What follows belongs to an exercise in optimizing a design on an open flow for small area and a short achievable clock period; a production flow would make more cautious choices.
In this exercise RTL edits were held to simulation tests only and were not proved equivalent to the original.

===== design.v =====
module FIR1 (X, clk, Y, reset);
  input  [13:0] X;
  input         clk;
  output [13:0] Y;
  input         reset;
  reg [13:0] d1;
  reg [13:0] d2;
  reg [13:0] d3;
  reg [13:0] d4;
  reg [13:0] d5;
  reg [13:0] d6;
  reg [13:0] d7;
  reg [13:0] d8;
  reg [13:0] d9;
  reg [13:0] d10;
  reg [13:0] d11;
  reg [13:0] d12;
  reg [13:0] d13;
  reg [13:0] d14;
  reg [13:0] d15;
  reg [13:0] d16;
  reg [13:0] d17;
  reg [13:0] d18;
  reg [13:0] d19;
  reg [13:0] d20;
  reg [14:0] q2_0;
  reg [14:0] q2_2;
  reg [14:0] q2_3;
  reg [29:0] r2a;
  reg [28:0] r2b;
  reg [27:0] r1;
  reg [13:0] Y;
  wire s1 = d4[0] ^ d14[0];
  wire c2 = d4[0] | d14[0];
  wire s3 = d4[1] ^ d14[1];
  wire c4 = d4[1] | d14[1];
  wire s5, c6;
  FIR1_fa us5 (q2_3[6], q2_3[0], d20[9], s5, c6);
  wire s7, c8;
  FIR1_ha us7 (d18[9], d18[7], s7, c8);
  wire s9, c10;
  FIR1_fa us9 (d4[2], d14[2], q2_3[7], s9, c10);
  wire s11, c12;
  FIR1_fa us11 (q2_3[1], d20[10], d18[10], s11, c12);
  wire s13, c14;
  FIR1_fa us13 (q2_0[12], q2_0[8], q2_0[6], s13, c14);
  wire s15, c16;
  FIR1_fa us15 (d4[3], d14[3], q2_3[8], s15, c16);
  wire s17, c18;
  FIR1_fa us17 (q2_3[2], q2_3[0], d20[11], s17, c18);
  wire s19, c20;
  FIR1_fa us19 (d18[11], d18[9], d18[7], s19, c20);
  wire s21 = q2_0[13] ^ q2_0[9];
  wire c22 = q2_0[13] | q2_0[9];
  wire s23, c24;
  FIR1_fa us23 (q2_0[14], d4[4], d14[4], s23, c24);
  wire s25, c26;
  FIR1_fa us25 (q2_2[14], q2_3[9], q2_3[3], s25, c26);
  wire s27, c28;
  FIR1_fa us27 (q2_3[1], d9[0], d20[12], s27, c28);
  wire s29, c30;
  FIR1_fa us29 (d18[12], d18[10], d18[8], s29, c30);
  wire s31 = q2_0[10] ^ q2_0[8];
  wire c32 = q2_0[10] | q2_0[8];
  wire s33, c34;
  FIR1_fa us33 (d4[5], d14[5], q2_3[14], s33, c34);
  wire s35, c36;
  FIR1_fa us35 (q2_3[10], q2_3[4], q2_3[2], s35, c36);
  wire s37, c38;
  FIR1_fa us37 (d9[1], d18[11], d18[9], s37, c38);
  wire s39, c40;
  FIR1_fa us39 (q2_0[11], q2_0[9], q2_0[7], s39, c40);
  wire s41 = d4[6] ^ d14[6];
  wire c42 = d4[6] | d14[6];
  wire s43, c44;
  FIR1_fa us43 (q2_2[14], q2_3[11], q2_3[5], s43, c44);
  wire s45, c46;
  FIR1_ha us45 (q2_3[3], d9[2], s45, c46);
  wire s47, c48;
  FIR1_fa us47 (d4[13], d14[13], d4[7], s47, c48);
  wire s49, c50;
  FIR1_ha us49 (q2_3[1], d20[4], s49, c50);
  wire s51 = q2_3[2] ^ d20[5];
  wire c52 = q2_3[2] | d20[5];
  wire s53, c54;
  FIR1_fa us53 (d18[5], d18[3], d18[1], s53, c54);
  wire s55 = q2_0[7] ^ q2_0[3];
  wire c56 = q2_0[7] | q2_0[3];
  wire s57, c58;
  FIR1_fa us57 (q2_3[3], d20[6], d18[6], s57, c58);
  wire s59, c60;
  FIR1_fa us59 (q2_0[8], q2_0[4], q2_0[2], s59, c60);
  wire s61, c62;
  FIR1_fa us61 (q2_0[0], d4[4], d14[4], s61, c62);
  wire s63, c64;
  FIR1_ha us63 (d18[4], d18[2], s63, c64);
  wire s65, c66;
  FIR1_fa us65 (q2_3[4], d20[7], d18[7], s65, c66);
  wire s67, c68;
  FIR1_fa us67 (q2_0[9], q2_0[5], q2_0[3], s67, c68);
  wire s69, c70;
  FIR1_fa us69 (q2_0[1], d4[5], d14[5], s69, c70);
  wire s71, c72;
  FIR1_fa us71 (q2_2[9], q2_2[7], q2_2[2], s71, c72);
  wire s73, c74;
  FIR1_ha us73 (d18[5], d18[3], s73, c74);
  wire s75, c76;
  FIR1_fa us75 (q2_3[5], d20[8], d18[8], s75, c76);
  wire s77, c78;
  FIR1_fa us77 (q2_0[10], q2_0[6], q2_0[4], s77, c78);
  wire s79, c80;
  FIR1_fa us79 (q2_0[2], d4[6], d14[6], s79, c80);
  wire s81, c82;
  FIR1_fa us81 (q2_2[10], q2_2[8], q2_2[3], s81, c82);
  wire s83, c84;
  FIR1_fa us83 (q2_2[1], q2_3[9], q2_3[3], s83, c84);
  wire s85, c86;
  FIR1_ha us85 (d18[6], d18[4], s85, c86);
  wire s87, c88;
  FIR1_fa us87 (q2_0[11], q2_0[7], q2_0[5], s87, c88);
  wire s89, c90;
  FIR1_fa us89 (q2_0[3], d4[7], d14[7], s89, c90);
  wire s91, c92;
  FIR1_fa us91 (q2_2[11], q2_2[9], q2_2[4], s91, c92);
  wire s93, c94;
  FIR1_fa us93 (q2_2[2], q2_2[0], q2_3[10], s93, c94);
  wire s95, c96;
  FIR1_fa us95 (~d18[5], q2_3[4], d20[7], s95, c96);
  wire s97, c98;
  FIR1_fa us97 (c2, ~s3, s7, s97, c98);
  wire s99, c100;
  FIR1_fa us99 (q2_0[4], d4[8], d14[8], s99, c100);
  wire s101, c102;
  FIR1_fa us101 (q2_2[12], q2_2[10], q2_2[5], s101, c102);
  wire s103, c104;
  FIR1_fa us103 (q2_2[3], q2_2[1], q2_3[11], s103, c104);
  wire s105, c106;
  FIR1_fa us105 (d18[8], d18[6], ~q2_3[5], s105, c106);
  wire s107, c108;
  FIR1_fa us107 (~d20[8], c4, c8, s107, c108);
  wire s109, c110;
  FIR1_fa us109 (c6, s9, s11, s109, c110);
  wire s111, c112;
  FIR1_fa us111 (q2_0[7], q2_0[5], d4[9], s111, c112);
  wire s113, c114;
  FIR1_fa us113 (d14[9], q2_2[13], q2_2[11], s113, c114);
  wire s115, c116;
  FIR1_fa us115 (q2_2[6], q2_2[4], q2_2[2], s115, c116);
  wire s117, c118;
  FIR1_fa us117 (q2_3[12], q2_3[6], d20[9], s117, c118);
  wire s119, c120;
  FIR1_fa us119 (s21, c10, c12, s119, c120);
  wire s121, c122;
  FIR1_fa us121 (s15, s17, s19, s121, c122);
  wire s123, c124;
  FIR1_fa us123 (q2_0[6], d4[10], d14[10], s123, c124);
  wire s125, c126;
  FIR1_fa us125 (q2_2[12], q2_2[7], q2_2[5], s125, c126);
  wire s127, c128;
  FIR1_fa us127 (q2_2[3], q2_3[13], q2_3[7], s127, c128);
  wire s129, c130;
  FIR1_fa us129 (d20[10], c22, ~s31, s129, c130);
  wire s131, c132;
  FIR1_fa us131 (c16, c18, c20, s131, c132);
  wire s133, c134;
  FIR1_fa us133 (s23, s25, s27, s133, c134);
  wire s135, c136;
  FIR1_fa us135 (d4[11], d14[11], q2_2[13], s135, c136);
  wire s137, c138;
  FIR1_fa us137 (q2_2[8], q2_2[6], q2_2[4], s137, c138);
  wire s139, c140;
  FIR1_fa us139 (q2_3[8], d20[13], d20[11], s139, c140);
  wire s141, c142;
  FIR1_fa us141 (c24, c26, c28, s141, c142);
  wire s143, c144;
  FIR1_fa us143 (d18[13], c32, ~c30, s143, c144);
  wire s145, c146;
  FIR1_fa us145 (s33, s35, s37, s145, c146);
  wire s147, c148;
  FIR1_fa us147 (q2_0[12], q2_0[10], q2_0[8], s147, c148);
  wire s149, c150;
  FIR1_fa us149 (d4[12], d14[12], q2_2[9], s149, c150);
  wire s151, c152;
  FIR1_fa us151 (q2_2[7], q2_2[5], q2_3[9], s151, c152);
  wire s153, c154;
  FIR1_fa us153 (d18[12], d18[10], ~d20[12], s153, c154);
  wire s155, c156;
  FIR1_fa us155 (s45, c34, c36, s155, c156);
  wire s157, c158;
  FIR1_fa us157 (s41, ~c38, c40, s157, c158);
  wire s159, c160;
  FIR1_fa us159 (d14[7], q2_3[12], q2_3[6], s159, c160);
  wire s161, c162;
  FIR1_fa us161 (q2_3[4], d9[3], d20[13], s161, c162);
  wire s163, c164;
  FIR1_fa us163 (q2_0[13], q2_0[11], q2_0[9], s163, c164);
  wire s165, c166;
  FIR1_fa us165 (q2_2[10], q2_2[8], q2_2[6], s165, c166);
  wire s167, c168;
  FIR1_fa us167 (~d18[11], q2_3[10], d18[13], s167, c168);
  wire s169, c170;
  FIR1_fa us169 (c42, c46, c44, s169, c170);
  wire s171, c172;
  FIR1_fa us171 (q2_0[14], d4[8], d14[8], s171, c172);
  wire s173, c174;
  FIR1_fa us173 (q2_3[13], q2_3[7], q2_3[5], s173, c174);
  wire s175, c176;
  FIR1_fa us175 (q2_0[12], q2_0[10], q2_2[11], s175, c176);
  wire s177, c178;
  FIR1_fa us177 (q2_2[9], q2_2[7], q2_3[11], s177, c178);
  wire s179, c180;
  FIR1_fa us179 (d4[9], d14[9], q2_3[8], s179, c180);
  wire s181, c182;
  FIR1_fa us181 (q2_0[13], q2_0[11], q2_2[12], s181, c182);
  wire s183, c184;
  FIR1_fa us183 (d20[2], d18[2], d18[0], s183, c184);
  wire s185, c186;
  FIR1_fa us185 (q2_3[0], d20[3], d18[3], s185, c186);
  wire s187, c188;
  FIR1_fa us187 (q2_0[5], q2_0[1], d4[1], s187, c188);
  wire s189, c190;
  FIR1_fa us189 (d18[4], d18[2], d18[0], s189, c190);
  wire s191, c192;
  FIR1_fa us191 (q2_0[6], q2_0[2], q2_0[0], s191, c192);
  wire s193, c194;
  FIR1_fa us193 (d4[2], d14[2], q2_2[6], s193, c194);
  wire s195, c196;
  FIR1_fa us195 (q2_0[1], d4[3], d14[3], s195, c196);
  wire s197, c198;
  FIR1_fa us197 (q2_2[7], q2_2[5], q2_2[0], s197, c198);
  wire s199, c200;
  FIR1_fa us199 (q2_3[6], q2_3[0], d20[3], s199, c200);
  wire s201 = c50 ^ s51;
  wire c202 = c50 & ~s51;
  wire s203, c204;
  FIR1_fa us203 (q2_2[8], q2_2[6], q2_2[1], s203, c204);
  wire s205, c206;
  FIR1_fa us205 (q2_3[7], q2_3[1], d20[4], s205, c206);
  wire s207, c208;
  FIR1_fa us207 (c52, ~c56, s63, s207, c208);
  wire s209, c210;
  FIR1_fa us209 (c54, s57, ~s59, s209, c210);
  wire s211, c212;
  FIR1_fa us211 (q2_2[0], q2_3[8], q2_3[2], s211, c212);
  wire s213, c214;
  FIR1_fa us213 (~d20[5], c64, s73, s213, c214);
  wire s215, c216;
  FIR1_fa us215 (~c58, c60, c62, s215, c216);
  wire s217, c218;
  FIR1_fa us217 (s67, s69, s71, s217, c218);
  wire s219, c220;
  FIR1_fa us219 (d20[6], ~c74, s1, s219, c220);
  wire s221, c222;
  FIR1_fa us221 (c68, c70, c72, s221, c222);
  wire s223, c224;
  FIR1_fa us223 (s85, c66, s75, s223, c224);
  wire s225, c226;
  FIR1_fa us225 (s77, s79, s81, s225, c226);
  wire s227, c228;
  FIR1_fa us227 (c78, c80, c82, s227, c228);
  wire s229, c230;
  FIR1_fa us229 (c86, c76, ~c84, s229, c230);
  wire s231, c232;
  FIR1_fa us231 (s87, s89, s91, s231, c232);
  wire s233, c234;
  FIR1_fa us233 (~s5, s93, s95, s233, c234);
  wire s235, c236;
  FIR1_fa us235 (c88, c90, c92, s235, c236);
  wire s237, c238;
  FIR1_fa us237 (c94, c96, s13, s237, c238);
  wire s239, c240;
  FIR1_fa us239 (s99, s101, s103, s239, c240);
  wire s241, c242;
  FIR1_fa us241 (s105, c98, s107, s241, c242);
  wire s243, c244;
  FIR1_fa us243 (c14, c100, c102, s243, c244);
  wire s245, c246;
  FIR1_fa us245 (c104, s111, s113, s245, c246);
  wire s247, c248;
  FIR1_fa us247 (~c106, s115, s117, s247, c248);
  wire s249, c250;
  FIR1_fa us249 (c108, c110, s119, s249, c250);
  wire s251, c252;
  FIR1_fa us251 (c112, c114, c116, s251, c252);
  wire s253, c254;
  FIR1_fa us253 (c118, s123, s125, s253, c254);
  wire s255, c256;
  FIR1_fa us255 (s29, ~s127, c120, s255, c256);
  wire s257, c258;
  FIR1_fa us257 (~s129, c122, s131, s257, c258);
  wire s259, c260;
  FIR1_fa us259 (c124, c126, c128, s259, c260);
  wire s261, c262;
  FIR1_fa us261 (s39, s135, s137, s261, c262);
  wire s263, c264;
  FIR1_fa us263 (s139, c130, ~c132, s263, c264);
  wire s265, c266;
  FIR1_fa us265 (c134, s141, s145, s265, c266);
  wire s267, c268;
  FIR1_fa us267 (c136, c138, c140, s267, c268);
  wire s269, c270;
  FIR1_fa us269 (s147, s149, s151, s269, c270);
  wire s271, c272;
  FIR1_fa us271 (s43, s153, c142, s271, c272);
  wire s273, c274;
  FIR1_fa us273 (~c144, c146, s155, s273, c274);
  wire s275, c276;
  FIR1_fa us275 (c148, c150, c152, s275, c276);
  wire s277, c278;
  FIR1_fa us277 (c154, s47, s159, s277, c278);
  wire s279, c280;
  FIR1_fa us279 (~s161, s163, s165, s279, c280);
  wire s281, c282;
  FIR1_fa us281 (s167, ~c156, c158, s281, c282);
  wire s283, c284;
  FIR1_fa us283 (d9[4], d18[12], c48, s283, c284);
  wire s285, c286;
  FIR1_fa us285 (c160, c162, ~c164, s285, c286);
  wire s287, c288;
  FIR1_fa us287 (c166, c168, s175, s287, c288);
  wire s289, c290;
  FIR1_fa us289 (s171, s173, ~s177, s289, c290);
  wire s291, c292;
  FIR1_fa us291 (q2_2[10], q2_2[8], q2_3[14], s291, c292);
  wire s293, c294;
  FIR1_fa us293 (q2_3[6], d9[5], ~q2_3[12], s293, c294);
  wire s295, c296;
  FIR1_fa us295 (d18[13], c176, c178, s295, c296);
  wire s297, c298;
  FIR1_fa us297 (c172, c174, s179, s297, c298);
  wire s299, c300;
  FIR1_fa us299 (d4[10], d14[10], q2_3[9], s299, c300);
  wire s301, c302;
  FIR1_fa us301 (q2_0[12], q2_2[13], q2_2[11], s301, c302);
  wire s303, c304;
  FIR1_fa us303 (q2_3[7], d9[6], ~q2_2[9], s303, c304);
  wire s305, c306;
  FIR1_fa us305 (q2_3[13], q2_0[14], c182, s305, c306);
  wire s307, c308;
  FIR1_fa us307 (d4[11], d14[11], q2_2[14], s307, c308);
  wire s309, c310;
  FIR1_fa us309 (q2_3[14], q2_3[10], q2_3[8], s309, c310);
  wire s311, c312;
  FIR1_fa us311 (q2_0[13], q2_2[12], q2_2[10], s311, c312);
  wire s313 = d4[12] ^ d14[12];
  wire c314 = d4[12] | d14[12];
  wire s315, c316;
  FIR1_ha us315 (q2_3[11], q2_3[9], s315, c316);
  wire s317, c318;
  FIR1_fa us317 (q2_0[4], q2_0[0], d4[0], s317, c318);
  wire s319, c320;
  FIR1_fa us319 (d14[0], q2_2[4], q2_2[2], s319, c320);
  wire s321, c322;
  FIR1_fa us321 (d14[1], q2_2[5], q2_2[3], s321, c322);
  wire s323, c324;
  FIR1_fa us323 (~d18[1], q2_3[4], d20[1], s323, c324);
  wire s325, c326;
  FIR1_ha us325 (c184, s185, s325, c326);
  wire s327, c328;
  FIR1_fa us327 (q2_2[4], q2_3[5], d20[2], s327, c328);
  wire s329, c330;
  FIR1_fa us329 (s49, c186, ~c188, s329, c330);
  wire s331, c332;
  FIR1_fa us331 (~s189, s191, s193, s331, c332);
  wire s333, c334;
  FIR1_fa us333 (s55, c190, ~c192, s333, c334);
  wire s335, c336;
  FIR1_fa us335 (c194, s195, s197, s335, c336);
  wire s337, c338;
  FIR1_fa us337 (~s53, s199, s201, s337, c338);
  wire s339, c340;
  FIR1_fa us339 (c196, c198, c200, s339, c340);
  wire s341, c342;
  FIR1_fa us341 (s61, s203, s205, s341, c342);
  wire s343, c344;
  FIR1_fa us343 (c202, s207, s209, s343, c344);
  wire s345, c346;
  FIR1_fa us345 (c204, c206, s211, s345, c346);
  wire s347, c348;
  FIR1_fa us347 (s65, c208, s213, s347, c348);
  wire s349, c350;
  FIR1_fa us349 (s215, ~c210, s217, s349, c350);
  wire s351, c352;
  FIR1_fa us351 (c212, s83, s219, s351, c352);
  wire s353, c354;
  FIR1_fa us353 (c216, c218, s221, s353, c354);
  wire s355, c356;
  FIR1_fa us355 (c214, s223, ~s225, s355, c356);
  wire s357, c358;
  FIR1_fa us357 (c220, c222, c226, s357, c358);
  wire s359, c360;
  FIR1_fa us359 (s97, c224, ~s227, s359, c360);
  wire s361, c362;
  FIR1_fa us361 (~s229, s231, s233, s361, c362);
  wire s363, c364;
  FIR1_fa us363 (c228, c232, s235, s363, c364);
  wire s365, c366;
  FIR1_fa us365 (s237, s239, c234, s365, c366);
  wire s367, c368;
  FIR1_fa us367 (c230, s109, s241, s367, c368);
  wire s369, c370;
  FIR1_fa us369 (c236, c238, c240, s369, c370);
  wire s371, c372;
  FIR1_fa us371 (s243, ~s121, s245, s371, c372);
  wire s373, c374;
  FIR1_fa us373 (~s247, c242, s249, s373, c374);
  wire s375, c376;
  FIR1_fa us375 (c244, c246, s251, s375, c376);
  wire s377, c378;
  FIR1_fa us377 (c248, ~s133, s253, s377, c378);
  wire s379, c380;
  FIR1_fa us379 (c250, s255, s257, s379, c380);
  wire s381, c382;
  FIR1_fa us381 (c252, c254, s259, s381, c382);
  wire s383, c384;
  FIR1_fa us383 (s143, s261, ~c256, s383, c384);
  wire s385, c386;
  FIR1_fa us385 (c258, ~s263, s265, s385, c386);
  wire s387, c388;
  FIR1_fa us387 (c260, c262, s267, s387, c388);
  wire s389, c390;
  FIR1_fa us389 (s157, s269, c264, s389, c390);
  wire s391, c392;
  FIR1_fa us391 (s271, c266, s273, s391, c392);
  wire s393, c394;
  FIR1_fa us393 (c268, c270, s275, s393, c394);
  wire s395, c396;
  FIR1_fa us395 (s169, s277, ~s279, s395, c396);
  wire s397, c398;
  FIR1_fa us397 (c272, c274, ~s281, s397, c398);
  wire s399, c400;
  FIR1_fa us399 (c170, c278, s283, s399, c400);
  wire s401, c402;
  FIR1_fa us401 (c276, c280, s287, s401, c402);
  wire s403, c404;
  FIR1_fa us403 (s285, s289, ~c282, s403, c404);
  wire s405, c406;
  FIR1_fa us405 (s181, s291, ~s293, s405, c406);
  wire s407, c408;
  FIR1_fa us407 (c284, c286, ~c288, s407, c408);
  wire s409, c410;
  FIR1_fa us409 (~s295, c290, s297, s409, c410);
  wire s411, c412;
  FIR1_fa us411 (c180, c294, s299, s411, c412);
  wire s413, c414;
  FIR1_fa us413 (c292, s301, ~s303, s413, c414);
  wire s415, c416;
  FIR1_fa us415 (c296, ~c298, s305, s415, c416);
  wire s417, c418;
  FIR1_fa us417 (d9[7], q2_0[14], c300, s417, c418);
  wire s419, c420;
  FIR1_fa us419 (c304, s307, s309, s419, c420);
  wire s421, c422;
  FIR1_fa us421 (c302, s311, c306, s421, c422);
  wire s423, c424;
  FIR1_fa us423 (~d9[8], q2_2[13], q2_2[11], s423, c424);
  wire s425, c426;
  FIR1_fa us425 (q2_0[14], ~s313, s315, s425, c426);
  wire s427, c428;
  FIR1_fa us427 (c308, c310, ~c312, s427, c428);
  wire s429, c430;
  FIR1_fa us429 (q2_3[12], q2_3[10], d9[9], s429, c430);
  wire s431, c432;
  FIR1_fa us431 (d4[13], d14[13], q2_2[12], s431, c432);
  wire s433, c434;
  FIR1_fa us433 (c314, c316, ~q2_2[14], s433, c434);
  wire s435 = q2_3[13] ^ q2_3[11];
  wire c436 = q2_3[13] | q2_3[11];
  wire s437 = d9[10] ^ q2_2[13];
  wire c438 = d9[10] & ~q2_2[13];
  wire s439, c440;
  FIR1_fa us439 (q2_0[2], q2_2[2], q2_2[0], s439, c440);
  wire s441, c442;
  FIR1_fa us441 (q2_0[3], q2_2[3], q2_2[1], s441, c442);
  wire s443 = d18[1] ^ q2_3[2];
  wire c444 = d18[1] & ~q2_3[2];
  wire s445, c446;
  FIR1_fa us445 (q2_3[3], d20[0], ~d20[1], s445, c446);
  wire s447, c448;
  FIR1_fa us447 (~s183, s317, s319, s447, c448);
  wire s449, c450;
  FIR1_fa us449 (c318, c320, s187, s449, c450);
  wire s451, c452;
  FIR1_fa us451 (s321, ~s325, s323, s451, c452);
  wire s453, c454;
  FIR1_fa us453 (c322, s327, c324, s453, c454);
  wire s455, c456;
  FIR1_fa us455 (c326, s329, ~s331, s455, c456);
  wire s457, c458;
  FIR1_fa us457 (c328, c332, s335, s457, c458);
  wire s459, c460;
  FIR1_fa us459 (c330, s333, ~s337, s459, c460);
  wire s461, c462;
  FIR1_fa us461 (~c334, c336, s339, s461, c462);
  wire s463, c464;
  FIR1_fa us463 (s341, c338, ~s343, s463, c464);
  wire s465, c466;
  FIR1_fa us465 (c340, c342, s345, s465, c466);
  wire s467, c468;
  FIR1_fa us467 (s347, c344, ~s349, s467, c468);
  wire s469, c470;
  FIR1_fa us469 (c346, ~c348, s351, s469, c470);
  wire s471, c472;
  FIR1_fa us471 (s353, c350, ~s355, s471, c472);
  wire s473, c474;
  FIR1_fa us473 (c352, c354, s357, s473, c474);
  wire s475, c476;
  FIR1_fa us475 (s359, c356, ~s361, s475, c476);
  wire s477, c478;
  FIR1_fa us477 (c358, ~c360, s363, s477, c478);
  wire s479, c480;
  FIR1_fa us479 (s365, c362, ~s367, s479, c480);
  wire s481, c482;
  FIR1_fa us481 (c364, s369, c366, s481, c482);
  wire s483, c484;
  FIR1_fa us483 (~s371, c368, s373, s483, c484);
  wire s485, c486;
  FIR1_fa us485 (c370, s375, c372, s485, c486);
  wire s487, c488;
  FIR1_fa us487 (~s377, c374, s379, s487, c488);
  wire s489, c490;
  FIR1_fa us489 (c376, s381, c378, s489, c490);
  wire s491, c492;
  FIR1_fa us491 (~s383, c380, s385, s491, c492);
  wire s493, c494;
  FIR1_fa us493 (c382, s387, c384, s493, c494);
  wire s495, c496;
  FIR1_fa us495 (~s389, s391, c386, s495, c496);
  wire s497, c498;
  FIR1_fa us497 (c388, s393, c390, s497, c498);
  wire s499, c500;
  FIR1_fa us499 (s395, c392, s397, s499, c500);
  wire s501, c502;
  FIR1_fa us501 (c394, ~s399, s401, s501, c502);
  wire s503, c504;
  FIR1_fa us503 (c396, c398, s403, s503, c504);
  wire s505, c506;
  FIR1_fa us505 (s405, ~c400, c402, s505, c506);
  wire s507, c508;
  FIR1_fa us507 (s407, s409, c404, s507, c508);
  wire s509, c510;
  FIR1_fa us509 (~s411, c406, s413, s509, c510);
  wire s511, c512;
  FIR1_fa us511 (c408, ~s415, c410, s511, c512);
  wire s513, c514;
  FIR1_fa us513 (c412, s417, s419, s513, c514);
  wire s515, c516;
  FIR1_fa us515 (c414, s421, c416, s515, c516);
  wire s517, c518;
  FIR1_fa us517 (c418, s425, c420, s517, c518);
  wire s519, c520;
  FIR1_fa us519 (s423, ~s427, c422, s519, c520);
  wire s521, c522;
  FIR1_fa us521 (c424, ~s429, s431, s521, c522);
  wire s523, c524;
  FIR1_fa us523 (c426, s433, c428, s523, c524);
  wire s525, c526;
  FIR1_fa us525 (~q2_2[14], s435, s437, s525, c526);
  wire s527, c528;
  FIR1_fa us527 (c430, ~c432, c434, s527, c528);
  wire s529, c530;
  FIR1_fa us529 (q2_3[12], d9[11], ~q2_3[14], s529, c530);
  wire s531, c532;
  FIR1_fa us531 (c436, q2_2[14], c438, s531, c532);
  wire s533, c534;
  FIR1_ha us533 (d20[0], d18[0], s533, c534);
  wire s535, c536;
  FIR1_fa us535 (d20[1], s443, c440, s535, c536);
  wire s537, c538;
  FIR1_fa us537 (~c444, c442, s445, s537, c538);
  wire s539, c540;
  FIR1_fa us539 (c446, c448, s449, s539, c540);
  wire s541, c542;
  FIR1_fa us541 (c450, s453, c452, s541, c542);
  wire s543, c544;
  FIR1_fa us543 (c454, s457, ~c456, s543, c544);
  wire s545, c546;
  FIR1_fa us545 (c458, s461, ~c460, s545, c546);
  wire s547, c548;
  FIR1_fa us547 (c462, s465, c464, s547, c548);
  wire s549, c550;
  FIR1_fa us549 (c466, s469, ~c468, s549, c550);
  wire s551, c552;
  FIR1_fa us551 (c470, s473, c472, s551, c552);
  wire s553, c554;
  FIR1_fa us553 (c474, s477, ~c476, s553, c554);
  wire s555, c556;
  FIR1_fa us555 (c478, s481, c480, s555, c556);
  wire s557, c558;
  FIR1_fa us557 (c482, s485, ~c484, s557, c558);
  wire s559, c560;
  FIR1_fa us559 (c486, s489, ~c488, s559, c560);
  wire s561, c562;
  FIR1_fa us561 (c490, s493, ~c492, s561, c562);
  wire s563, c564;
  FIR1_fa us563 (c494, s497, ~c496, s563, c564);
  wire s565, c566;
  FIR1_fa us565 (c498, s501, ~c500, s565, c566);
  wire s567, c568;
  FIR1_fa us567 (s505, c502, ~c504, s567, c568);
  wire s569, c570;
  FIR1_fa us569 (s509, c506, ~s511, s569, c570);
  wire s571, c572;
  FIR1_fa us571 (~s513, c510, s515, s571, c572);
  wire s573, c574;
  FIR1_fa us573 (c514, s517, ~c516, s573, c574);
  wire s575, c576;
  FIR1_fa us575 (~s521, c518, s523, s575, c576);
  wire s577, c578;
  FIR1_fa us577 (s525, c522, ~c524, s577, c578);
  wire s579, c580;
  FIR1_fa us579 (s529, s531, ~c526, s579, c580);
  wire s581, c582;
  FIR1_fa us581 (q2_3[13], d9[12], c530, s581, c582);
  wire s583 = q2_0[1] ^ q2_2[1];
  wire c584 = q2_0[1] | q2_2[1];
  wire s585, c586;
  FIR1_fa us585 (q2_3[1], ~s533, s439, s585, c586);
  wire s587, c588;
  FIR1_fa us587 (~c534, s441, s535, s587, c588);
  wire s589, c590;
  FIR1_fa us589 (c536, s447, s537, s589, c590);
  wire s591, c592;
  FIR1_fa us591 (c538, s451, s539, s591, c592);
  wire s593, c594;
  FIR1_fa us593 (c540, ~s455, s541, s593, c594);
  wire s595, c596;
  FIR1_fa us595 (c542, ~s459, s543, s595, c596);
  wire s597, c598;
  FIR1_fa us597 (c544, s463, s545, s597, c598);
  wire s599, c600;
  FIR1_fa us599 (c546, ~s467, s547, s599, c600);
  wire s601, c602;
  FIR1_fa us601 (s471, c548, s549, s601, c602);
  wire s603, c604;
  FIR1_fa us603 (~s475, c550, s551, s603, c604);
  wire s605, c606;
  FIR1_fa us605 (s479, c552, s553, s605, c606);
  wire s607, c608;
  FIR1_fa us607 (~s483, c554, s555, s607, c608);
  wire s609, c610;
  FIR1_fa us609 (~s487, c556, s557, s609, c610);
  wire s611, c612;
  FIR1_fa us611 (~s491, c558, s559, s611, c612);
  wire s613, c614;
  FIR1_fa us613 (~s495, c560, s561, s613, c614);
  wire s615, c616;
  FIR1_fa us615 (~s499, c562, s563, s615, c616);
  wire s617, c618;
  FIR1_fa us617 (~s503, c564, s565, s617, c618);
  wire s619, c620;
  FIR1_fa us619 (~s507, c566, s567, s619, c620);
  wire s621, c622;
  FIR1_fa us621 (~c508, s569, c568, s621, c622);
  wire s623, c624;
  FIR1_fa us623 (~c512, s571, c570, s623, c624);
  wire s625, c626;
  FIR1_fa us625 (s519, ~s573, c572, s625, c626);
  wire s627, c628;
  FIR1_fa us627 (~c520, s575, c574, s627, c628);
  wire s629, c630;
  FIR1_fa us629 (s527, ~s577, c576, s629, c630);
  wire s631, c632;
  FIR1_fa us631 (c528, s579, ~c578, s631, c632);
  wire s633, c634;
  FIR1_fa us633 (c532, s581, c580, s633, c634);
  wire s635, c636;
  FIR1_fa us635 (~d9[13], q2_3[14], c582, s635, c636);
  wire s637, c638;
  FIR1_ha us637 (d1[4], d1[2], s637, c638);
  wire s639, c640;
  FIR1_fa us639 (d1[5], d1[3], d1[1], s639, c640);
  wire s641, c642;
  FIR1_fa us641 (d1[6], d1[4], d1[2], s641, c642);
  wire s643, c644;
  FIR1_fa us643 (d1[7], d1[5], d1[3], s643, c644);
  wire s645, c646;
  FIR1_fa us645 (d1[8], d1[6], d1[4], s645, c646);
  wire s647, c648;
  FIR1_fa us647 (d1[9], d1[7], d1[5], s647, c648);
  wire s649, c650;
  FIR1_fa us649 (d1[10], d1[8], d1[6], s649, c650);
  wire s651, c652;
  FIR1_fa us651 (d1[11], d1[9], d1[7], s651, c652);
  wire s653, c654;
  FIR1_fa us653 (d1[12], d1[10], d1[8], s653, c654);
  wire s655, c656;
  FIR1_fa us655 (r2a[15], r2b[15], d1[13], s655, c656);
  wire s657, c658;
  FIR1_ha us657 (d1[12], d1[10], s657, c658);
  wire s659 = d1[11] ^ r2a[17];
  wire c660 = d1[11] & ~r2a[17];
  wire s661 = d1[1] ^ ~r2a[3];
  wire c662 = d1[1] | ~r2a[3];
  wire s663, c664;
  FIR1_fa us663 (~d1[2], r2a[4], r2b[4], s663, c664);
  wire s665, c666;
  FIR1_fa us665 (d1[3], d1[1], ~r2a[5], s665, c666);
  wire s667, c668;
  FIR1_fa us667 (r2a[6], r2b[6], ~d1[0], s667, c668);
  wire s669, c670;
  FIR1_fa us669 (r2a[7], r2b[7], ~c638, s669, c670);
  wire s671, c672;
  FIR1_fa us671 (r2a[8], r2b[8], ~c640, s671, c672);
  wire s673, c674;
  FIR1_fa us673 (r2a[9], r2b[9], ~c642, s673, c674);
  wire s675, c676;
  FIR1_fa us675 (r2a[10], r2b[10], ~c644, s675, c676);
  wire s677, c678;
  FIR1_fa us677 (r2a[11], r2b[11], ~c646, s677, c678);
  wire s679, c680;
  FIR1_fa us679 (r2a[12], r2b[12], ~c648, s679, c680);
  wire s681, c682;
  FIR1_fa us681 (r2a[13], r2b[13], ~c650, s681, c682);
  wire s683, c684;
  FIR1_fa us683 (r2a[14], r2b[14], ~c652, s683, c684);
  wire s685, c686;
  FIR1_fa us685 (d1[11], d1[9], c654, s685, c686);
  wire s687, c688;
  FIR1_fa us687 (r2a[16], r2b[16], ~s657, s687, c688);
  wire s689, c690;
  FIR1_fa us689 (r2b[17], d1[13], s659, s689, c690);
  wire s691, c692;
  FIR1_fa us691 (r2a[18], r2b[18], d1[12], s691, c692);
  wire s693, c694;
  FIR1_fa us693 (r2a[19], r2b[19], d1[13], s693, c694);
  wire s695 = r2a[2] ^ r2b[2];
  wire c696 = r2a[2] | r2b[2];
  wire s697, c698;
  FIR1_fa us697 (r2b[3], ~d1[0], s661, s697, c698);
  wire s699, c700;
  FIR1_fa us699 (d1[0], c662, ~s663, s699, c700);
  wire s701, c702;
  FIR1_fa us701 (r2b[5], c664, ~s665, s701, c702);
  wire s703, c704;
  FIR1_fa us703 (s637, c666, ~s667, s703, c704);
  wire s705, c706;
  FIR1_fa us705 (~s639, c668, s669, s705, c706);
  wire s707, c708;
  FIR1_fa us707 (~s641, c670, s671, s707, c708);
  wire s709, c710;
  FIR1_fa us709 (~s643, c672, s673, s709, c710);
  wire s711, c712;
  FIR1_fa us711 (~s645, c674, s675, s711, c712);
  wire s713, c714;
  FIR1_fa us713 (~s647, c676, s677, s713, c714);
  wire s715, c716;
  FIR1_fa us715 (~s649, c678, s679, s715, c716);
  wire s717, c718;
  FIR1_fa us717 (~s651, c680, s681, s717, c718);
  wire s719, c720;
  FIR1_fa us719 (~s653, c682, s683, s719, c720);
  wire s721, c722;
  FIR1_fa us721 (s655, c684, ~s685, s721, c722);
  wire s723, c724;
  FIR1_fa us723 (c656, ~c686, s687, s723, c724);
  wire s725, c726;
  FIR1_fa us725 (~c658, c688, s689, s725, c726);
  wire s727, c728;
  FIR1_fa us727 (~c660, c690, s691, s727, c728);
  wire s729, c730;
  FIR1_fa us729 (~d1[12], s693, c692, s729, c730);
  wire s731, c732;
  FIR1_fa us731 (r2b[20], ~r2a[20], c694, s731, c732);
  wire s733, c734;
  FIR1_fa us733 (r2b[21], ~r2a[21], r2a[20], s733, c734);
  wire s735, c736;
  FIR1_fa us735 (r2b[22], ~r2a[22], r2a[21], s735, c736);
  wire s737, c738;
  FIR1_fa us737 (r2a[23], r2a[22], r2b[23], s737, c738);
  wire s739, c740;
  FIR1_fa us739 (r2b[24], r2b[23], ~r2a[24], s739, c740);
  wire s741, c742;
  FIR1_fa us741 (r2b[25], r2a[24], ~r2a[25], s741, c742);
  wire s743, c744;
  FIR1_fa us743 (r2b[26], r2a[25], ~r2a[26], s743, c744);
  wire s745, c746;
  FIR1_fa us745 (r2b[27], r2a[26], ~r2a[27], s745, c746);
  wire s747, c748;
  FIR1_fa us747 (r2a[28], ~r2a[27], r2b[28], s747, c748);
  wire s749 = r2a[29] ^ r2b[28];
  wire c750 = r2a[29] | r2b[28];
  wire [29:0] rs1 = {~c748, c746, c744, c742, c740, ~c738, ~c736, ~c734, ~c732, ~c730, ~c728, ~c726, ~c724, ~c722, ~c720, ~c718, ~c716, ~c714, ~c712, ~c710, ~c708, ~c706, c704, ~c702, c700, ~c698, ~c696, ~d1[0], r2b[1], ~r2a[0]} + {~s749, ~s747, s745, s743, s741, s739, ~s737, ~s735, ~s733, ~s731, ~s729, ~s727, ~s725, ~s723, ~s721, ~s719, ~s717, ~s715, ~s713, ~s711, ~s709, ~s707, ~s705, s703, ~s701, s699, ~s697, s695, ~r2a[1], ~r2b[0]};
  wire s751 = r1[1] ^ X[0];
  wire c752 = r1[1] & ~X[0];
  wire s753, c754;
  FIR1_fa us753 (~r1[2], X[1], X[2], s753, c754);
  wire s755, c756;
  FIR1_fa us755 (~r1[3], X[2], X[3], s755, c756);
  wire s757, c758;
  FIR1_fa us757 (~r1[4], X[3], X[4], s757, c758);
  wire s759, c760;
  FIR1_fa us759 (~r1[5], X[4], X[5], s759, c760);
  wire s761, c762;
  FIR1_fa us761 (~r1[6], X[5], X[6], s761, c762);
  wire s763, c764;
  FIR1_fa us763 (~r1[7], X[6], X[7], s763, c764);
  wire s765, c766;
  FIR1_fa us765 (~r1[8], X[7], X[8], s765, c766);
  wire s767, c768;
  FIR1_fa us767 (~r1[9], X[8], X[9], s767, c768);
  wire s769, c770;
  FIR1_fa us769 (~r1[10], X[9], X[10], s769, c770);
  wire s771, c772;
  FIR1_fa us771 (~r1[11], X[10], X[11], s771, c772);
  wire s773, c774;
  FIR1_fa us773 (~r1[12], X[11], X[12], s773, c774);
  wire s775, c776;
  FIR1_fa us775 (r1[13], X[13], ~X[12], s775, c776);
  wire s777, c778;
  FIR1_ha us777 (r1[14], X[13], s777, c778);
  wire [29:0] fs = {r1[27], r1[26], r1[25], r1[24], r1[23], r1[22], r1[21], r1[20], r1[19], r1[18], r1[17], r1[16], r1[15], c776, ~c774, ~c772, ~c770, ~c768, ~c766, ~c764, ~c762, ~c760, ~c758, ~c756, ~c754, c752, ~X[1], r1[0], 1'b0, 1'b0} + {1'b0, 1'b0, 1'b0, 1'b0, 1'b0, 1'b0, 1'b0, 1'b0, 1'b0, 1'b0, 1'b0, 1'b0, c778, s777, s775, ~s773, ~s771, ~s769, ~s767, ~s765, ~s763, ~s761, ~s759, ~s757, ~s755, ~s753, ~s751, ~X[0], 1'b0, 1'b0};
  always @(posedge clk or posedge reset) begin
    if (reset) begin
      d1 <= 14'd0;
      d2 <= 14'd0;
      d3 <= 14'd0;
      d4 <= 14'd0;
      d5 <= 14'd0;
      d6 <= 14'd0;
      d7 <= 14'd0;
      d8 <= 14'd0;
      d9 <= 14'd0;
      d10 <= 14'd0;
      d11 <= 14'd0;
      d12 <= 14'd0;
      d13 <= 14'd0;
      d14 <= 14'd0;
      d15 <= 14'd0;
      d16 <= 14'd0;
      d17 <= 14'd0;
      d18 <= 14'd0;
      d19 <= 14'd0;
      d20 <= 14'd0;
      q2_0 <= 15'd0;
      q2_2 <= 15'd0;
      q2_3 <= 15'd0;
      r2a <= 30'd285212671;
      r2b <= 29'd8388605;
      r1 <= 28'd268410883;
      Y <= 14'd0;
    end else begin
      d1 <= X;
      d2 <= d1;
      d3 <= d2;
      d4 <= d3;
      d5 <= d4;
      d6 <= d5;
      d7 <= d6;
      d8 <= d7;
      d9 <= d8;
      d10 <= d9;
      d11 <= d10;
      d12 <= d11;
      d13 <= d12;
      d14 <= d13;
      d15 <= d14;
      d16 <= d15;
      d17 <= d16;
      d18 <= d17;
      d19 <= d18;
      d20 <= d19;
      q2_0 <= {d1[13], d1} + {d15[13], d15};
      q2_2 <= {d5[13], d5} + {d11[13], d11};
      q2_3 <= {d7[13], d7} + {d9[13], d9};
      r2a <= {1'b1, q2_3[14], c634, c632, c630, c628, c626, c624, c622, c620, c618, c616, c614, c612, c610, c608, c606, c604, c602, c600, c598, c596, c594, c592, c590, c588, c586, c584, q2_3[0], q2_0[0]};
      r2b <= {c636, s635, s633, s631, s629, s627, s625, s623, s621, s619, s617, s615, s613, s611, s609, s607, s605, s603, s601, s599, s597, s595, s593, s591, s589, s587, s585, s583, q2_2[0]};
      r1 <= rs1[29:2];
      Y <= fs[29:16];
    end
  end
endmodule
module FIR1_fa (a, b, c, s, co);
  input a, b, c;
  output s, co;
  assign s = a ^ b ^ c;
  assign co = (a & b) | (a & c) | (b & c);
endmodule
module FIR1_ha (a, b, s, co);
  input a, b;
  output s, co;
  assign s = a ^ b;
  assign co = a & b;
endmodule

===== flow/run.sh =====
#!/bin/bash
set -euo pipefail
bash standard.sh SETUP_SLACK_MARGIN=6.0 "BUFFER_PORTS_ARGS=-buffer_cell sky130_fd_sc_hd__buf_4" finish > standard_run.log 2>&1

===== standard.sh =====
#!/bin/bash
# synth_recipe.tcl (not shown) runs the flow's synth.tcl, then flattens the netlist and writes it again
# the make line also repeats each setting of config.mk as NAME=value (left out here)
make -C /OpenROAD-flow-scripts/flow DESIGN_CONFIG=/design/flow/config.mk WORK_HOME=/design/flow/orfs CLKGATE_MAP_FILE= SYNTH_SCRIPT=/design/flow/synth_recipe.tcl "${@:-finish}"

===== config.mk =====
export PLATFORM = sky130hd
export DESIGN_NAME = FIR1
export DESIGN_NICKNAME = FIR1
export VERILOG_FILES = /design/flow/design.v
export SDC_FILE = /design/flow/constraint.sdc
export NUM_CORES = 4
export LEC_CHECK = 0
export CAP_MARGIN = 20
export CORE_MARGIN = 2
export CORE_UTILIZATION = 40
export CTS_CLUSTER_DIAMETER = 150
export CTS_CLUSTER_SIZE = 20
export SLEW_MARGIN = 20
export SYNTH_HIERARCHICAL = 1
export SYNTH_MINIMUM_KEEP_SIZE = 0

===== constraint.sdc =====
create_clock -name core_clock -period 10.0 [get_ports {clk}]
set_input_delay 2.0000 -clock core_clock [delete_from_list [all_inputs] [get_ports {clk}]]
set_output_delay 2.0000 -clock core_clock [all_outputs]
set_load 0.01 [all_outputs]

==> results.txt <==
Yosys stat by module, one instance, submodules excluded:
module	cells	flip-flops and latches	area, sq um	times used
FIR1	1176	426	15500	1
FIR1_fa	1	0	20.0	359
FIR1_ha	1	0	12.5	12
layout by cell type (no fill, tap or decap), drive strengths merged, types with 7 or more instances in the layout:
| master | Yosys | routed |
|---|---|---|
| fa | 362 | 362 |
| a21oi | 45 | 45 |
| nor2 | 53 | 53 |
| inv | 286 | 286 |
| dfstp | 63 | 63 |
| xnor2 | 56 | 56 |
| a21o | 28 | 28 |
| nand2 | 29 | 29 |
| o21bai | 7 | 7 |
| clkbuf | 4 | 44 |
| nand4 | 7 | 7 |
| xor2 | 15 | 15 |
| ha | 114 | 114 |
| o21ai | 11 | 11 |
| buf | 0 | 94 |
| nand3 | 12 | 12 |
| dfrtp | 363 | 363 |
| nor2b | 9 | 9 |
| o21a | 7 | 7 |
| nor3 | 15 | 15 |
metal layers:
layer  vias up  part of all wire (%)  global-route usage (%)
met5         -                     0                       0
met1      6262                    43                    23.0
met3        52                   3.9                    2.87
li1       5001                     -                       -
met2       197                    51                    29.2
met4         0                   2.1                    4.01
cells by family after synthesis:
| logic type | count (synthesis) | synth area share (%) |
|---|---|---|
| muxes | 1 | 0.0438 |
| and+or+nand+nor | 140 | 2.92 |
| AOI/OAI and AO/OA | 142 | 4.69 |
| buffers and inverters | 290 | 4.76 |
| DFF | 426 | 46.9 |
| other | 1 | 0.0164 |
| xor gates and xnor gates | 71 | 2.72 |
| adders and majority gates | 476 | 37.9 |
final cells by class:
type / instances / area [sq um] / area share [%]
Clock buffer: 44 / 697 / 2.73
Clock inverter: 1 / 16.3 / 0.0638
Inverter: 286 / 1080 / 4.22
Multi-Input combinational cell: 831 / 11200 / 44.0
Sequential cell: 426 / 10800 / 42.3
Tap cell: 756 / 946 / 3.71
Timing Repair Buffer: 94 / 758 / 2.97
worst max-delay path by stage:
| stage | from | end | slack (ps) | cells after the start |
|---|---|---|---|---|
| finish | d4[5] | r2b[16] | 6000 | 8 |
| global route | X[8] | Y[13] | 5870 | 12 |
| CTS | q2_3[3] | r2b[16] | 5980 | 8 |
| detailed placement | X[6] | Y[11] | 5280 | 12 |
| global placement | X[6] | Y[13] | 5330 | 12 |
| floorplan | reset | Y[0] | 2300 | 1 |
through the flow:
step / cells / cell area (sq um) / setup slack, ps / util, %
floorplan: 1547 / 22900 / 2300 / -
global placement: 2333 / 24100 / 5330 / 42.6
detailed placement: 2333 / 24100 / 5280 / 42.6
CTS: 2383 / 24900 / 5980 / 44.1
global route: 2438 / 25500 / 5870 / 45.2
finish: 2438 / 25500 / 6000 / 45.2
timing repair:
action,4_1_cts,5_1_grt
endpoints found under the setup margin,24,86
pin swaps,5,29
endpoints found under the hold margin,0,0
resized for setup,29,45
setup buffers,5,55
registers in the layout (all words and copies together) (netlist names), 15 cells and up:
register  flops
q2_0         15
q2_2         15
q2_3         15
r1           28
r2a          30
r2b          29
==> run_results.csv <==
group,metric,value,unit
placement,dp_hpwl,37.4,mm
worst_setup_path,worst-path-buf-inv,1,
placement,io_buffers,29,
floorplan,die_x,243,microns
run,drv_cap,0,
final_layout,n_fill_cell,4994,
synth,ys.flop_type,"dfrtp_1",
sta,timing.fmax,250,MHz
min_path,worstHoldStart,"d10[8]",
sta,setup_viol,0,
clock_tree,root_buffer,"clkbuf_16",
synth,syn_avg_cell_area,14.8,sq um
sta,slew_viol_final,0,
floorplan,initial_core_util,40.5,%
global_routing,antenna_found_initial,0,
synth,yosys_warnings,7,
clock_tree,h-tree-depth,1,
drt,viasPerCell,4.72,
sta,max_slew.worst_pin.slew,877,ps
sta,hold_violations,0,
drt,vias,11500,
synth,syn_nets,2039,
global_routing,grt_pass1_wl,76.0,mm
drt,drt-wirelength-per-cell,19.5,microns
sta,rsz0062_at_grt,"true",
worst_setup_path,critPathRequiredTime,10500,ps
floorplan,die_h,243,microns
worst_setup_path,worstSetupEndpointType,"flop",
synth,yosysSeqAreaShare,46.9,%
placement,gp_congestion,0.902,
sta,clock_skew,32.1,ps
global_routing,grt_pass1_vias,13200,
global_routing,track_usage,17.1,%
global_routing,grt-ovfl-total,0,
drt,first_iter_violations,641,
drt,firstDrtPassIters,5,
floorplan,rows,87,
clock_tree,cts_tree,"done",
worst_setup_path,crit_slowest_cell,"fa_2",
synth,synthCells,1547,
outcome,outcome,"complete, no violations",
sta,slew_headroom,41.4,%
drt,routed_wl,47.6,mm
worst_setup_path,rr_worst_depth,8,
worst_setup_path,worstSetupPathType,"flop to flop",
floorplan,coreArea,56500,sq um
synth,synth-seq-cells,426,
synth,netlist_top_cells_area,"dfrtp_1 40%, fa_1 32%, dfstp_2 7.2%, ha_1 6.2%, inv_1 4.7%",
global_routing,grt_max_degree,153,
worst_setup_path,start_kind,"flop",
worst_setup_path,r2r-start,"d4[5]",
final_layout,final_nets,2156,
floorplan,pin_count,30,
worst_setup_path,crit_chain,"fa_1 -> fa_2 -> fa_1 -> fa_1 -> fa_1 -> inv_1 -> fa_1 -> fa_1",
sta,period_needed,4000,ps
worst_setup_path,rrSetupSlack,6000,ps
drt,postRouteAntennaNets,0,
clock_tree,cts_hold_buf,0,
clock_tree,clock_latency,570,ps
synth,netlist_top_cells_count,"363 x dfrtp_1, 362 x fa_1, 286 x inv_1",
min_path,worstHoldPathType,"flop to flop",
synth,synth.most_common_cell,"dfrtp_1",
sta,hold_slack,335,ps
min_path,hold_end,"d11[8]",
clock_tree,clock-sinks,426,
synth,synth_cell_types,56,
synth,yosysTopAreaCellShare,39.7,%
sta,finalCritPeriodShare,40.0,%
synth,syn_area,22900,sq um
worst_setup_path,cpPeakStageDelay,590,ps
synth,synth_edf_count,0,
drt,drcViolationCount,0,
worst_setup_path,cp_max_fo,3,
clock_tree,clk_pin_slew,90,ps
worst_setup_path,crit_arrival,4510,ps
synth,async_reset_ff_share,100,%
synth,synth_top_cell_by_area,"dfrtp_1",
worst_setup_path,critical_path.top_delay_family,"adder cells",
final_layout,area_delta_synth_final,11.5,%
final_layout,layout-drive-gt1-share,16.3,%
clock_tree,cts_buffers,25,
floorplan,die_area,59100,sq um
clock_tree,ctsLongestPathBuffers,3,
worst_setup_path,rr_endpoint,"r2b[16]",
sta,tns,0,ps
worst_setup_path,cp_common_cell,"fa_1",
final_layout,n_antenna_cell,0,
min_path,whs_path_depth,0,

-- static timing again, ports no longer ideal --
Ports are ideal in the flow. The routed layout listed here was re-timed in OpenROAD.
Step 1 (the two cells are an assumption about what drives the block):
set clk [get_ports {clk}]
set_driving_cell -lib_cell sky130_fd_sc_hd__clkbuf_16 $clk
set_driving_cell -lib_cell sky130_fd_sc_hd__buf_2 [delete_from_list [all_inputs] $clk]
Step 2 also shifts input and output timing later by t, the mid clock arrival at the registers, as if the neighbouring blocks saw the same clock.
Three values: no drivers, after step 1, after step 2; two values: the first two.
shift t [ns]: 0.616
setup slack, ns: 5.997 / 5.997 / 5.437
cell pins on the clock port's net: 1
After both steps this run still meets setup and hold. For this run, drivers alone change the setup slack by 0.000 ns; drivers and shift together by -0.560 ns.
